Background: an optimization exercise with open tools, aiming at small area. Do not read the settings as production practice. Where RTL was checked, it was by simulation tests only, not by an equivalence proof against the original. No activity file was given, so power comes from the tool's default toggle rates.

==> module pipeline_top, before the edit <==
module pipeline_top(
    input         clk,
    input         reset,
    output [8:0]  imem_addr,
    input  [31:0] imem_rdata,
    output [7:0]  dmem_addr,
    input  [63:0] dmem_rdata,
    output [63:0] dmem_wdata,
    output        dmem_we
    );
    reg [8:0] pc;
    always @(posedge clk or posedge reset)
        if (reset) pc <= 9'd0;
        else       pc <= pc + 9'd1;
    assign imem_addr = pc;
    wire [3:0] f_op    = imem_rdata[31:28];
    wire       f_load  = (f_op == 4'b1010);
    wire       f_store = (f_op == 4'b1011);
    wire       f_wreg  = ~(f_store | (f_op == 4'b1111));
    wire [1:0] f_dst   = f_load ? imem_rdata[27:26] : imem_rdata[23:22];
    reg       d_store, d_wreg;
    reg       d_load;
    reg [1:0] d_ra, d_dst;
    reg [7:0] d_addr;
    always @(posedge clk or posedge reset)
        if (reset) begin
            d_store <= 1'b0;
            d_wreg  <= 1'b0;
        end else begin
            d_store <= f_store;
            d_wreg  <= f_wreg;
        end
    always @(posedge clk) begin
        d_load <= f_load;
        d_ra   <= imem_rdata[27:26];
        d_dst  <= f_dst;
        d_addr <= imem_rdata[21:14];
    end
    reg [63:0] r0, r1, r2, r3;
    reg [3:0]  valid;
    wire [3:0] rsel;
    assign rsel[0] = valid[0] & (d_ra == 2'd0);
    assign rsel[1] = valid[1] & (d_ra == 2'd1);
    assign rsel[2] = valid[2] & (d_ra == 2'd2);
    assign rsel[3] = valid[3] & (d_ra == 2'd3);
    wire [63:0] rdata = ({64{rsel[0]}} & r0) | ({64{rsel[1]}} & r1) |
                        ({64{rsel[2]}} & r2) | ({64{rsel[3]}} & r3);
    reg        e_store, e_wreg;
    reg        e_load;
    reg [1:0]  e_dst;
    reg [7:0]  e_addr;
    reg [63:0] e_val;
    always @(posedge clk or posedge reset)
        if (reset) begin
            e_store <= 1'b0;
            e_wreg  <= 1'b0;
        end else begin
            e_store <= d_store;
            e_wreg  <= d_wreg;
        end
    always @(posedge clk) begin
        e_load <= d_load;
        e_dst  <= d_dst;
        e_addr <= d_addr;
        e_val  <= rdata;
    end
    reg        m_store, m_wreg;
    reg        m_load;
    reg [1:0]  m_dst;
    reg [7:0]  m_addr;
    reg [63:0] m_val;
    always @(posedge clk or posedge reset)
        if (reset) begin
            m_store <= 1'b0;
            m_wreg  <= 1'b0;
        end else begin
            m_store <= e_store;
            m_wreg  <= e_wreg;
        end
    always @(posedge clk) begin
        m_load <= e_load;
        m_dst  <= e_dst;
        m_addr <= e_addr;
        m_val  <= e_val;
    end
    assign dmem_we    = m_store;
    assign dmem_addr  = m_addr;
    assign dmem_wdata = m_val;
    reg        w_wreg;
    reg [1:0]  w_dst;
    reg [63:0] w_val;
    always @(posedge clk or posedge reset)
        if (reset) w_wreg <= 1'b0;
        else       w_wreg <= m_wreg;
    always @(posedge clk) begin
        w_dst <= m_dst;
        w_val <= m_load ? dmem_rdata : m_val;
    end
    wire [3:0] we;
    assign we[0] = w_wreg & (w_dst == 2'd0);
    assign we[1] = w_wreg & (w_dst == 2'd1);
    assign we[2] = w_wreg & (w_dst == 2'd2);
    assign we[3] = w_wreg & (w_dst == 2'd3);
    always @(posedge clk or posedge reset)
        if (reset) valid <= 4'b0;
        else       valid <= valid | we;
    always @(posedge clk) begin
        if (we[0]) r0 <= w_val;
        if (we[1]) r1 <= w_val;
        if (we[2]) r2 <= w_val;
        if (we[3]) r3 <= w_val;
    end
endmodule
export LEC_CHECK = 0
export CAP_MARGIN = 20
export CORE_MARGIN = 2
export CORE_UTILIZATION = 40
export CTS_BUF_LIST = sky130_fd_sc_hd__clkbuf_8
export CTS_CLUSTER_DIAMETER = 50
export CTS_CLUSTER_SIZE = 18
export SLEW_MARGIN = 20
create_clock -name core_clock -period 5.0 [get_ports {clk}]
run.sh (not shown) runs the stock make flow with config.mk's settings and CLKGATE_MAP_FILE= SYNTH_SCRIPT=/design/flow/synth_recipe.tcl, a recipe that flattens the netlist after the stock synthesis.
The baseline completed with no timing, DRC or antenna violations.
Rerun with:
--- a/flow/design.v
+++ b/flow/design.v
@@ -18,21 +18,20 @@
     wire       f_load  = (f_op == 4'b1010);
     wire       f_store = (f_op == 4'b1011);
     wire       f_wreg  = ~(f_store | (f_op == 4'b1111));
+    wire       f_mem   = f_load | f_store;
     wire [1:0] f_dst   = f_load ? imem_rdata[27:26] : imem_rdata[23:22];
-    reg       d_store, d_wreg;
-    reg       d_load;
+    reg       d_mem, d_wreg;
     reg [1:0] d_ra, d_dst;
     reg [7:0] d_addr;
     always @(posedge clk or posedge reset)
         if (reset) begin
-            d_store <= 1'b0;
-            d_wreg  <= 1'b0;
+            d_mem  <= 1'b0;
+            d_wreg <= 1'b0;
         end else begin
-            d_store <= f_store;
-            d_wreg  <= f_wreg;
+            d_mem  <= f_mem;
+            d_wreg <= f_wreg;
         end
     always @(posedge clk) begin
-        d_load <= f_load;
         d_ra   <= imem_rdata[27:26];
         d_dst  <= f_dst;
         d_addr <= imem_rdata[21:14];
@@ -46,45 +45,42 @@
     assign rsel[3] = valid[3] & (d_ra == 2'd3);
     wire [63:0] rdata = ({64{rsel[0]}} & r0) | ({64{rsel[1]}} & r1) |
                         ({64{rsel[2]}} & r2) | ({64{rsel[3]}} & r3);
-    reg        e_store, e_wreg;
-    reg        e_load;
+    reg        e_mem, e_wreg;
     reg [1:0]  e_dst;
     reg [7:0]  e_addr;
     reg [63:0] e_val;
     always @(posedge clk or posedge reset)
         if (reset) begin
-            e_store <= 1'b0;
-            e_wreg  <= 1'b0;
+            e_mem  <= 1'b0;
+            e_wreg <= 1'b0;
         end else begin
-            e_store <= d_store;
-            e_wreg  <= d_wreg;
+            e_mem  <= d_mem;
+            e_wreg <= d_wreg;
         end
     always @(posedge clk) begin
-        e_load <= d_load;
         e_dst  <= d_dst;
         e_addr <= d_addr;
         e_val  <= rdata;
     end
-    reg        m_store, m_wreg;
-    reg        m_load;
+    reg        m_mem, m_wreg;
     reg [1:0]  m_dst;
     reg [7:0]  m_addr;
     reg [63:0] m_val;
     always @(posedge clk or posedge reset)
         if (reset) begin
-            m_store <= 1'b0;
-            m_wreg  <= 1'b0;
+            m_mem  <= 1'b0;
+            m_wreg <= 1'b0;
         end else begin
-            m_store <= e_store;
-            m_wreg  <= e_wreg;
+            m_mem  <= e_mem;
+            m_wreg <= e_wreg;
         end
     always @(posedge clk) begin
-        m_load <= e_load;
         m_dst  <= e_dst;
         m_addr <= e_addr;
         m_val  <= e_val;
     end
-    assign dmem_we    = m_store;
+    wire   m_load     = m_mem & m_wreg;
+    assign dmem_we    = m_mem & ~m_wreg;
     assign dmem_addr  = m_addr;
     assign dmem_wdata = m_val;
     reg        w_wreg;
Effect: Wire length went up by 3.8%. Utilization grows by 0.26 points. Die area is higher by 0.30%. Worst hold slack gains 0.0040 ns. Area after synthesis rose by 0.31%. Combinational power rises by 5.3%. Clock skew drops by 0.0087 ns. Sequential power stays flat. Critical path depth went down by 3. Total power climbs by 3.2%. Flip-flop and latch count went down by 3. Clock-buffer cell count increases by 1.
For the first run of this note, only the layout was checked, not whether the RTL still works.

separate check: timing with driven ports:
No port has a modelled driver above. Below, the same layouts with a new extraction and two added sets of constraints. Step 1 sets driving cells, clkbuf_16 on the clock port and buf_2 on the other inputs (assumed; they add their load-dependent delay and slew). Step 2 also shifts input and output timing later by t, the mid clock arrival at the registers, as if the neighbouring blocks saw the same clock. Slacks: ideal / step 1 / step 2; pairs: ideal / step 1.
| run | t, ns | setup WS [ns] | hold WS [ns] | latest minus earliest clock arrival (ns) | worst data-port slew with drivers (ns) |
|---|---|---|---|---|---|
| the first run | 0.622 | 2.119 / 2.119 / 2.119 | 0.323 / 0.323 / 0.323 | 0.030 / 0.030 | 0.04 |
| the second run | 0.661 | 2.213 / 2.165 / 2.599 | 0.327 / 0.327 / 0.327 | 0.026 / 0.025 | 0.06 |
After both steps setup and hold are still met in every run listed.
